What follows belongs to an exercise in optimizing a design on an open flow for small area and a short achievable clock period; a production flow would make more cautious choices.
Where RTL was checked, it was by simulation tests only, not by an equivalence proof against the original.
The RTL of run 2 was laid out without a check of its function.

## flow/design.v (module list and top-level ports; edited modules follow where they fit)
// module bubble_sort: 888 lines
// module sort_mux16: 5 lines
// module sort_mux1: 3 lines
// module sort_inv: 3 lines
// module sort_inv16: 3 lines
// module sort_cmp: 26 lines
// module sort_xnor: 3 lines
// module sort_mux2i: 3 lines
// module sort_nand2: 3 lines
// module sort_nor2: 3 lines
module bubble_sort (
    input  logic         clk,
    input  logic         rst_n,
    input  logic         in_vld,
    input  logic [255:0] data_in,
    output logic         out_vld,
    output logic [255:0] data_o
);
  // ...
==> flow/flow/run.sh <==
#!/bin/bash
# The standard layout (standard.sh: the standard synthesis and ORFS steps
# unchanged), except that the buffer ORFS puts on every input and output port
# is a sky130_fd_sc_hd__buf_1 instead of the cell buffer_ports picks by default.
set -euo pipefail
bash standard.sh "BUFFER_PORTS_ARGS=-buffer_cell sky130_fd_sc_hd__buf_1" finish > standard.log 2>&1
==> flow/standard.sh <==
#!/bin/bash
# synth_recipe.tcl (not shown) runs the flow's synth.tcl, then flattens the netlist and writes it again
# the make line also repeats each setting of config.mk as NAME=value (left out here)
make -C /OpenROAD-flow-scripts/flow DESIGN_CONFIG=/design/flow/config.mk WORK_HOME=/design/flow/orfs CLKGATE_MAP_FILE= SYNTH_SCRIPT=/design/flow/synth_recipe.tcl "${@:-finish}"
==> flow/config.mk <==
export PLATFORM = sky130hd
export DESIGN_NAME = bubble_sort
export DESIGN_NICKNAME = bubble_sort
export VERILOG_FILES = /design/flow/design.v
export SDC_FILE = /design/flow/constraint.sdc
export NUM_CORES = 4
export LEC_CHECK = 0
export CAP_MARGIN = 20
export CORE_MARGIN = 2
export CORE_UTILIZATION = 55
export CTS_CLUSTER_DIAMETER = 120
export CTS_CLUSTER_SIZE = 30
export SLEW_MARGIN = 20
export SYNTH_HIERARCHICAL = 1
export SYNTH_MINIMUM_KEEP_SIZE = 0
==> flow/constraint.sdc <==
create_clock -name core_clock -period 45.0 [get_ports {clk}]
set_input_delay 9.0000 -clock core_clock [delete_from_list [all_inputs] [get_ports {clk}]]
set_output_delay 9.0000 -clock core_clock [all_outputs]
set_load 0.01 [all_outputs]
==> impl_metrics.ini, run 1 <==
[critical_path]
cp-startpoint = r2_3[1]
cp_slowest_cell = dfxtp_1
crit_chain = buf_1
path_delay_family = flip-flops
criticalPathCategory = flip-flop to output port
worstPathArrival_ns = 1.20
cp_num_buf_inv = 1
cp_max_fo = 1

[yosys]
synth_async_sr_flop_share_pct = 0.385
synth_top_family_by_area = compound AO/OA/AOI/OAI gates
avgSynthCellArea_um2 = 8.67
synthXorXnorAreaFrac_pct = 16.2
synth-seq-area-share_pct = 32.0

[run]
cap_violations = 0

[drt]
wirelength_um = 192000
first_pass_iters = 9
drc = 0
highest_layer = met4

[sta]
tightest_slew_ns = 1.30
worst_slack_ns = 34.80

[die]
die_w_um = 302
num_rows = 109

[clock_tree]
cts_buffers = 30
clock_sinks = 779

[layout]
clkbuf_count = 32
design.seq.count = 779

[global_routing]
overflow = 0
grt_util_met3_pct = 5.33

[place]
placed_cells = 7311

[run_status]
status = complete, no violations

[worst_hold_path]
min_from = r1_15[6]
==> inputs of run 2 (changes only) <==
--- a/flow/design.v
+++ b/flow/design.v
@@ -637,19 +637,19 @@
     sort_mux16 u_l_6_11_14 (.a(r1_11), .b(r1_14), .s(sl_6_11_14), .sn(snl_6_11_14), .y(lo_6_11_14));
     logic s_7_2_4;
     sort_cmp u_c_7_2_4 (.x(hi_6_2_6), .y(lo_6_1_4), .lt(s_7_2_4));
     logic [15:0] iv0;
     sort_inv16 u_iv0 (.a(lo_6_2_6), .y(iv0));
     logic s_7_3_6;
     sort_cmp u_c_7_3_6 (.x(iv0), .y(r1_3), .lt(s_7_3_6));
     logic [15:0] iv1;
-    sort_inv16 u_iv1 (.a(r1_12), .y(iv1));
+    sort_inv16 u_iv1 (.a(hi_6_9_13), .y(iv1));
     logic s_7_9_12;
-    sort_cmp u_c_7_9_12 (.x(hi_6_9_13), .y(iv1), .lt(s_7_9_12));
+    sort_cmp u_c_7_9_12 (.x(r1_12), .y(iv1), .lt(s_7_9_12));
     logic s_7_11_13;
     sort_cmp u_c_7_11_13 (.x(hi_6_11_14), .y(lo_6_9_13), .lt(s_7_11_13));
     logic [15:0] hi_7_2_4, lo_7_2_4;
     logic t_7_2_4;
     sort_inv u_it_7_2_4 (.a(s_7_2_4), .y(t_7_2_4));
     logic snh_7_2_4, snl_7_2_4, sh_7_2_4, sl_7_2_4;
     sort_inv u_ih_7_2_4 (.a(s_7_2_4), .y(snh_7_2_4));
     sort_inv u_il_7_2_4 (.a(s_7_2_4), .y(snl_7_2_4));
@@ -670,40 +670,36 @@
     logic [15:0] hi_7_9_12, lo_7_9_12;
     logic t_7_9_12;
     sort_inv u_it_7_9_12 (.a(s_7_9_12), .y(t_7_9_12));
     logic snh_7_9_12, snl_7_9_12, sh_7_9_12, sl_7_9_12;
     sort_inv u_ih_7_9_12 (.a(s_7_9_12), .y(snh_7_9_12));
     sort_inv u_il_7_9_12 (.a(s_7_9_12), .y(snl_7_9_12));
     sort_inv u_jh_7_9_12 (.a(t_7_9_12), .y(sh_7_9_12));
     sort_inv u_jl_7_9_12 (.a(t_7_9_12), .y(sl_7_9_12));
-    sort_mux16 u_h_7_9_12 (.a(iv1), .b(hi_6_9_13), .s(sh_7_9_12), .sn(snh_7_9_12), .y(hi_7_9_12));
-    sort_mux16 u_l_7_9_12 (.a(hi_6_9_13), .b(iv1), .s(sl_7_9_12), .sn(snl_7_9_12), .y(lo_7_9_12));
+    sort_mux16 u_h_7_9_12 (.a(r1_12), .b(iv1), .s(sh_7_9_12), .sn(snh_7_9_12), .y(hi_7_9_12));
+    sort_mux16 u_l_7_9_12 (.a(iv1), .b(r1_12), .s(sl_7_9_12), .sn(snl_7_9_12), .y(lo_7_9_12));
     logic [15:0] hi_7_11_13, lo_7_11_13;
     logic t_7_11_13;
     sort_inv u_it_7_11_13 (.a(s_7_11_13), .y(t_7_11_13));
     logic snh_7_11_13, snl_7_11_13, sh_7_11_13, sl_7_11_13;
     sort_inv u_ih_7_11_13 (.a(s_7_11_13), .y(snh_7_11_13));
     sort_inv u_il_7_11_13 (.a(s_7_11_13), .y(snl_7_11_13));
     sort_inv u_jh_7_11_13 (.a(t_7_11_13), .y(sh_7_11_13));
     sort_inv u_jl_7_11_13 (.a(t_7_11_13), .y(sl_7_11_13));
     sort_mux16 u_h_7_11_13 (.a(lo_6_9_13), .b(hi_6_11_14), .s(sh_7_11_13), .sn(snh_7_11_13), .y(hi_7_11_13));
     sort_mux16 u_l_7_11_13 (.a(hi_6_11_14), .b(lo_6_9_13), .s(sl_7_11_13), .sn(snl_7_11_13), .y(lo_7_11_13));
     logic s_8_3_5;
     sort_cmp u_c_8_3_5 (.x(hi_7_3_6), .y(hi_6_5_8), .lt(s_8_3_5));
     logic s_8_6_8;
     sort_cmp u_c_8_6_8 (.x(lo_7_3_6), .y(lo_6_5_8), .lt(s_8_6_8));
-    logic [15:0] iv2;
-    sort_inv16 u_iv2 (.a(hi_7_9_12), .y(iv2));
     logic s_8_7_9;
-    sort_cmp u_c_8_7_9 (.x(hi_6_7_10), .y(iv2), .lt(s_8_7_9));
-    logic [15:0] iv3;
-    sort_inv16 u_iv3 (.a(lo_7_9_12), .y(iv3));
+    sort_cmp u_c_8_7_9 (.x(hi_6_7_10), .y(hi_7_9_12), .lt(s_8_7_9));
     logic s_8_10_12;
-    sort_cmp u_c_8_10_12 (.x(lo_6_7_10), .y(iv3), .lt(s_8_10_12));
+    sort_cmp u_c_8_10_12 (.x(lo_6_7_10), .y(lo_7_9_12), .lt(s_8_10_12));
     logic [15:0] hi_8_3_5, lo_8_3_5;
     logic t_8_3_5;
     sort_inv u_it_8_3_5 (.a(s_8_3_5), .y(t_8_3_5));
     logic snh_8_3_5, snl_8_3_5, sh_8_3_5, sl_8_3_5;
     sort_inv u_ih_8_3_5 (.a(s_8_3_5), .y(snh_8_3_5));
     sort_inv u_il_8_3_5 (.a(s_8_3_5), .y(snl_8_3_5));
     sort_inv u_jh_8_3_5 (.a(t_8_3_5), .y(sh_8_3_5));
     sort_inv u_jl_8_3_5 (.a(t_8_3_5), .y(sl_8_3_5));
@@ -722,28 +718,28 @@
     logic [15:0] hi_8_7_9, lo_8_7_9;
     logic t_8_7_9;
     sort_inv u_it_8_7_9 (.a(s_8_7_9), .y(t_8_7_9));
     logic snh_8_7_9, snl_8_7_9, sh_8_7_9, sl_8_7_9;
     sort_inv u_ih_8_7_9 (.a(s_8_7_9), .y(snh_8_7_9));
     sort_inv u_il_8_7_9 (.a(s_8_7_9), .y(snl_8_7_9));
     sort_inv u_jh_8_7_9 (.a(t_8_7_9), .y(sh_8_7_9));
     sort_inv u_jl_8_7_9 (.a(t_8_7_9), .y(sl_8_7_9));
-    sort_mux16 u_h_8_7_9 (.a(iv2), .b(hi_6_7_10), .s(sh_8_7_9), .sn(snh_8_7_9), .y(hi_8_7_9));
-    sort_mux16 u_l_8_7_9 (.a(hi_6_7_10), .b(iv2), .s(sl_8_7_9), .sn(snl_8_7_9), .y(lo_8_7_9));
+    sort_mux16 u_h_8_7_9 (.a(hi_7_9_12), .b(hi_6_7_10), .s(sh_8_7_9), .sn(snh_8_7_9), .y(hi_8_7_9));
+    sort_mux16 u_l_8_7_9 (.a(hi_6_7_10), .b(hi_7_9_12), .s(sl_8_7_9), .sn(snl_8_7_9), .y(lo_8_7_9));
     logic [15:0] hi_8_10_12, lo_8_10_12;
     logic t_8_10_12;
     sort_inv u_it_8_10_12 (.a(s_8_10_12), .y(t_8_10_12));
     logic snh_8_10_12, snl_8_10_12, sh_8_10_12, sl_8_10_12;
     sort_inv u_ih_8_10_12 (.a(s_8_10_12), .y(snh_8_10_12));
     sort_inv u_il_8_10_12 (.a(s_8_10_12), .y(snl_8_10_12));
     sort_inv u_jh_8_10_12 (.a(t_8_10_12), .y(sh_8_10_12));
     sort_inv u_jl_8_10_12 (.a(t_8_10_12), .y(sl_8_10_12));
-    sort_mux16 u_h_8_10_12 (.a(iv3), .b(lo_6_7_10), .s(sh_8_10_12), .sn(snh_8_10_12), .y(hi_8_10_12));
-    sort_mux16 u_l_8_10_12 (.a(lo_6_7_10), .b(iv3), .s(sl_8_10_12), .sn(snl_8_10_12), .y(lo_8_10_12));
+    sort_mux16 u_h_8_10_12 (.a(lo_7_9_12), .b(lo_6_7_10), .s(sh_8_10_12), .sn(snh_8_10_12), .y(hi_8_10_12));
+    sort_mux16 u_l_8_10_12 (.a(lo_6_7_10), .b(lo_7_9_12), .s(sl_8_10_12), .sn(snl_8_10_12), .y(lo_8_10_12));
     logic s_9_3_4;
     sort_cmp u_c_9_3_4 (.x(lo_7_2_4), .y(hi_8_3_5), .lt(s_9_3_4));
     logic s_9_5_6;
     sort_cmp u_c_9_5_6 (.x(hi_8_6_8), .y(lo_8_3_5), .lt(s_9_5_6));
     logic s_9_7_8;
     sort_cmp u_c_9_7_8 (.x(lo_8_6_8), .y(hi_8_7_9), .lt(s_9_7_8));
     logic s_9_9_10;
     sort_cmp u_c_9_9_10 (.x(hi_8_10_12), .y(lo_8_7_9), .lt(s_9_9_10));
@@ -794,52 +790,52 @@
     sort_inv u_it_9_11_12 (.a(s_9_11_12), .y(t_9_11_12));
     logic snh_9_11_12, snl_9_11_12, sh_9_11_12, sl_9_11_12;
     sort_inv u_ih_9_11_12 (.a(s_9_11_12), .y(snh_9_11_12));
     sort_inv u_il_9_11_12 (.a(s_9_11_12), .y(snl_9_11_12));
     sort_inv u_jh_9_11_12 (.a(t_9_11_12), .y(sh_9_11_12));
     sort_inv u_jl_9_11_12 (.a(t_9_11_12), .y(sl_9_11_12));
     sort_mux16 u_h_9_11_12 (.a(lo_8_10_12), .b(hi_7_11_13), .s(sh_9_11_12), .sn(snh_9_11_12), .y(hi_9_11_12));
     sort_mux16 u_l_9_11_12 (.a(hi_7_11_13), .b(lo_8_10_12), .s(sl_9_11_12), .sn(snl_9_11_12), .y(lo_9_11_12));
+    logic [15:0] iv2;
+    sort_inv16 u_iv2 (.a(lo_9_5_6), .y(iv2));
+    logic [15:0] iv3;
+    sort_inv16 u_iv3 (.a(hi_9_7_8), .y(iv3));
     logic s_10_6_7;
-    sort_cmp u_c_10_6_7 (.x(lo_9_5_6), .y(hi_9_7_8), .lt(s_10_6_7));
+    sort_cmp u_c_10_6_7 (.x(iv3), .y(iv2), .lt(s_10_6_7));
+    logic [15:0] iv4;
+    sort_inv16 u_iv4 (.a(lo_9_7_8), .y(iv4));
+    logic [15:0] iv5;
+    sort_inv16 u_iv5 (.a(hi_9_9_10), .y(iv5));
     logic s_10_8_9;
-    sort_cmp u_c_10_8_9 (.x(lo_9_7_8), .y(hi_9_9_10), .lt(s_10_8_9));
+    sort_cmp u_c_10_8_9 (.x(iv5), .y(iv4), .lt(s_10_8_9));
     logic [15:0] hi_10_6_7, lo_10_6_7;
     logic t_10_6_7;
     sort_inv u_it_10_6_7 (.a(s_10_6_7), .y(t_10_6_7));
     logic snh_10_6_7, snl_10_6_7, sh_10_6_7, sl_10_6_7;
     sort_inv u_ih_10_6_7 (.a(s_10_6_7), .y(snh_10_6_7));
     sort_inv u_il_10_6_7 (.a(s_10_6_7), .y(snl_10_6_7));
     sort_inv u_jh_10_6_7 (.a(t_10_6_7), .y(sh_10_6_7));
     sort_inv u_jl_10_6_7 (.a(t_10_6_7), .y(sl_10_6_7));
-    sort_mux16 u_h_10_6_7 (.a(hi_9_7_8), .b(lo_9_5_6), .s(sh_10_6_7), .sn(snh_10_6_7), .y(hi_10_6_7));
-    sort_mux16 u_l_10_6_7 (.a(lo_9_5_6), .b(hi_9_7_8), .s(sl_10_6_7), .sn(snl_10_6_7), .y(lo_10_6_7));
+    sort_mux16 u_h_10_6_7 (.a(iv3), .b(iv2), .s(sh_10_6_7), .sn(snh_10_6_7), .y(hi_10_6_7));
+    sort_mux16 u_l_10_6_7 (.a(iv2), .b(iv3), .s(sl_10_6_7), .sn(snl_10_6_7), .y(lo_10_6_7));
     logic [15:0] hi_10_8_9, lo_10_8_9;
     logic t_10_8_9;
     sort_inv u_it_10_8_9 (.a(s_10_8_9), .y(t_10_8_9));
     logic snh_10_8_9, snl_10_8_9, sh_10_8_9, sl_10_8_9;
     sort_inv u_ih_10_8_9 (.a(s_10_8_9), .y(snh_10_8_9));
     sort_inv u_il_10_8_9 (.a(s_10_8_9), .y(snl_10_8_9));
     sort_inv u_jh_10_8_9 (.a(t_10_8_9), .y(sh_10_8_9));
     sort_inv u_jl_10_8_9 (.a(t_10_8_9), .y(sl_10_8_9));
-    sort_mux16 u_h_10_8_9 (.a(hi_9_9_10), .b(lo_9_7_8), .s(sh_10_8_9), .sn(snh_10_8_9), .y(hi_10_8_9));
-    sort_mux16 u_l_10_8_9 (.a(lo_9_7_8), .b(hi_9_9_10), .s(sl_10_8_9), .sn(snl_10_8_9), .y(lo_10_8_9));
-    logic [15:0] iv4;
-    sort_inv16 u_iv4 (.a(hi_7_2_4), .y(iv4));
-    logic [15:0] iv5;
-    sort_inv16 u_iv5 (.a(hi_10_6_7), .y(iv5));
+    sort_mux16 u_h_10_8_9 (.a(iv5), .b(iv4), .s(sh_10_8_9), .sn(snh_10_8_9), .y(hi_10_8_9));
+    sort_mux16 u_l_10_8_9 (.a(iv4), .b(iv5), .s(sl_10_8_9), .sn(snl_10_8_9), .y(lo_10_8_9));
     logic [15:0] iv6;
-    sort_inv16 u_iv6 (.a(lo_10_6_7), .y(iv6));
+    sort_inv16 u_iv6 (.a(hi_7_2_4), .y(iv6));
     logic [15:0] iv7;
-    sort_inv16 u_iv7 (.a(hi_10_8_9), .y(iv7));
-    logic [15:0] iv8;
-    sort_inv16 u_iv8 (.a(lo_10_8_9), .y(iv8));
-    logic [15:0] iv9;
-    sort_inv16 u_iv9 (.a(lo_7_11_13), .y(iv9));
+    sort_inv16 u_iv7 (.a(lo_7_11_13), .y(iv7));
     logic [15:0] r2_0;
     logic [15:0] r2_1;
     logic [15:0] r2_2;
     logic [15:0] r2_3;
     logic [15:0] r2_4;
     logic [15:0] r2_5;
     logic [15:0] r2_6;
     logic [15:0] r2_7;
@@ -849,28 +845,28 @@
     logic [15:0] r2_11;
     logic [15:0] r2_12;
     logic [15:0] r2_13;
     logic [15:0] r2_14;
     logic [15:0] r2_15;
     always_ff @(posedge clk) begin
         r2_0 <= r1_0;
         r2_1 <= hi_6_1_4;
-        r2_2 <= iv4;
+        r2_2 <= iv6;
         r2_3 <= hi_9_3_4;
         r2_4 <= lo_9_3_4;
         r2_5 <= hi_9_5_6;
-        r2_6 <= iv5;
-        r2_7 <= iv6;
-        r2_8 <= iv7;
-        r2_9 <= iv8;
+        r2_6 <= hi_10_6_7;
+        r2_7 <= lo_10_6_7;
+        r2_8 <= hi_10_8_9;
+        r2_9 <= lo_10_8_9;
         r2_10 <= lo_9_9_10;
         r2_11 <= hi_9_11_12;
         r2_12 <= lo_9_11_12;
-        r2_13 <= iv9;
+        r2_13 <= iv7;
         r2_14 <= lo_6_11_14;
         r2_15 <= r1_15;
     end
     assign data_o[15:0] = r2_0;
     assign data_o[31:16] = r2_1;
     assign data_o[47:32] = r2_2;
     assign data_o[63:48] = r2_3;
     assign data_o[79:64] = r2_4;
==> flow/config.mk (replaced) <==
export PLATFORM = sky130hd
export DESIGN_NAME = bubble_sort
export DESIGN_NICKNAME = bubble_sort
export VERILOG_FILES = /design/flow/design.v
export SDC_FILE = /design/flow/constraint.sdc
export NUM_CORES = 4
export LEC_CHECK = 0
export CAP_MARGIN = 20
export CORE_MARGIN = 2
export CORE_UTILIZATION = 50
export CTS_CLUSTER_DIAMETER = 120
export CTS_CLUSTER_SIZE = 30
export SLEW_MARGIN = 20
export SYNTH_HIERARCHICAL = 1
export SYNTH_MINIMUM_KEEP_SIZE = 0
==> run 2 against run 1 <==
Against the previous run: final area increased by 0.38%; highest routed layer unchanged; synthesized cell count decreased by 0.57%; critical path type unchanged; still clean.
==> impl_metrics.ini, run 2 <==
[critical_path]
cp-start-kind = flip-flop
criticalPathCategory = flip-flop to output port
cp_num_buf_inv = 1
crit_chain = buf_1
cp_max_fo = 1
worstPathArrival_ns = 1.23
worstSetupEndpointType = output port
path_delay_family = flip-flops
critPathMaxStageDelay_ns = 0.35
required_ns = 36.00
cp_slowest_cell = dfxtp_1

[yosys]
syn_inst = 5587
yosysMostFrequentCell = o22ai_1
synth_common_cells = 1920 x o22ai_1, 900 x mux2i_1, 900 x xnor2_1
ys_ff_latch = 779
synth_async_sr_flop_share_pct = 0.385
synthSimpleGateAreaFrac_pct = 5.10
synth_nets = 5846
synth_top_cell_by_area = dfxtp_1
avgSynthCellArea_um2 = 8.70
ys.flop_type = dfxtp_1
synthMuxAreaShare_pct = 18.5
synth_area_leaders = dfxtp_1 32%, o22ai_1 25%, mux2i_1 19%, xnor2_1 16%, nand2_1 3.7%
synth_compound_area_share_pct = 24.7
synth_fa_ha_area_share_pct = 0
synth_edf_count = 0
synth_top_family_by_area = compound AO/OA/AOI/OAI gates
synth_warnings = 7
synth_cell_types = 8
synthXorXnorAreaFrac_pct = 16.2
synth-seq-area-share_pct = 32.1
yosysTopAreaCellShare_pct = 32.0
syn_area_um2 = 48600

[die]
die_w_um = 316
start_util_pct = 50.3
num_rows = 114
core_um2 = 96600
dieHeight_um = 316
ios = 516
die-area_um2 = 99700

[place]
place_congestion = 1.11
portBuffers = 515
dp_hpwl_um = 164000
placed_cells = 7402

[sta]
finalHoldViolations = 0
tns_ns = 0
fmax_ghz = 0.0977
min_period_ns = 10.23
tightest_slew_ns = 1.27
finalCritPeriodShare_pct = 22.7
relSlewSlack_pct = 15.6
rsz0062_at_grt = false
fin_skew_ns = 0.0471
slew_violations = 0
setup_viol = 0

[global_routing]
overflow = 0
grt_max_degree = 32
grt_pass1_wl_um = 285000
grt_antenna_before_repair = 1
grt_use_total_pct = 37.9
grt_pass1_vias = 43970

[layout]
final_cells = 7445
syn2layout_area_growth_pct = 9.52
drive_gt1_share_pct = 1.04
final_cell_mix = 1920 x o22ai_1, 900 x xnor2_1, 900 x mux2i_1
fin_nets = 6419
fin_util_pct = 55.1
final_common_cell = o22ai_1

[clock_tree]
cts-resized-gates = 0
hold_buffers = 0
cts_tree = yes
cts_buffers = 31
htree_levels = 1
clk_pin_slew_ns = 0.11
insertion_delay_ns = 0.71
cts_setup_buffers = 0
clock_sinks = 779
clock_path_buffers = 3
root_buffer = clkbuf_16

[drt]
vias_per_cell = 6.59
wl_per_cell_um = 27.0
first_pass_iters = 12
wirelength_um = 201000
drtIter0Drc = 6642
route.vias.total = 49028
final_antenna_net_count = 0
drc = 0

[worst_hold_path]
hold_class = flip-flop to flip-flop

[run]
cap_violations = 0

[run_status]
status = complete, no violations
[run 2: modules after synthesis, one instance, submodules excluded, a selection]
module       copies in the design  area (um^2)  cells inside
bubble_sort                     1        15600           779
sort_inv                      300         3.75             1
sort_inv16                      8         60.1            16
sort_mux1                    1920         6.26             1
sort_mux2i                    900         10.0             1
sort_nand2                    480         3.75             1
sort_nor2                     180         3.75             1
sort_xnor                     900         8.76             1
[run 2: area by class of cell]
| cell class | instances | area (um^2) |
|---|---|---|
| well taps | 1276 | 1600 |
| clock inverters | 6 | 96.3 |
| diodes | 1 | 2.50 |
| repair buffers | 540 | 2120 |
| clock buffers | 35 | 811 |
| multi-input cells | 4380 | 31400 |
| fillers | 9125 | 43300 |
| inverters | 428 | 1610 |
| flip-flops and latches | 779 | 15600 |
[run 2: worst paths after layout]
check | start | to | slack, ns | cells after the start
worst max-delay path | r2_4[13] | data_o[77] | 34.77 | 1
worst min-delay path | r1_0[11] | r2_0[11] | 0.31 | 0
worst max register to register | s_1_0_13_q | r1_3[1] | 35.37 | 33
worst min register to register | r1_0[11] | r2_0[11] | 0.31 | 0
max in group asynchronous | rst_n | vld_q[2] | 36.78 | 1
min in group asynchronous | rst_n | vld_q[0] | 8.07 | 1
[run 2: cells by family (layout without fill, tap and decap cells)]
kind of cell | after synthesis | count (layout)
other cells | 0 | 1
xor+xnor | 900 | 900
buf+inv | 428 | 1009
flops | 779 | 779
simple gates | 660 | 660
compound gates | 1920 | 1920
mux | 900 | 900
[run 2: routing by layer]
layer | global-route usage, % | up-vias | routed length, um
met2 | 61.5 | 2745 | 91000
li1 | - | 22443 | -
met3 | 5.12 | 534 | 16500
met4 | 20.7 | 0 | 12800
met1 | 48.9 | 23306 | 80200
met5 | 0 | - | 0
[run 2: through the flow]
stage	hold slack, ns	area (um^2)	worst slack (ns)
2_1_floorplan	0.310	48600	35.17
3_3_place_gp	0.311	52300	34.86
3_5_place_dp	0.312	52300	34.82
4_1_cts	0.308	53200	34.73
5_1_grt	0.314	53200	34.70
6_report	0.308	53200	34.77

port drivers added, routing unchanged:
The results above use ideal ports. As a check the final layouts listed here were re-extracted and re-timed, cells and wires unchanged.
Step 1 assumes that a clkbuf_16 drives the clock port and a buf_2 every other input.
Step 2 times the ports against the registers' clock, not the clock port: input delays grow and output delays shrink by t, the midpoint of the rising clock arrivals with the driver on.
Slacks: ideal / step 1 / step 2; pairs: ideal / step 1.
run	t (ns)	setup slack, ns	slew at the worst register clock pin (ns)
run 1	0.743	34.803 / 34.724 / 34.764	0.12 / 0.12
run 2	0.768	34.766 / 34.688 / 34.794	0.12 / 0.12
After both steps setup and hold are still met in every run listed. The setup slack of run 1, which loses most, moves by -0.079 ns with the drivers and by -0.039 ns with both steps.
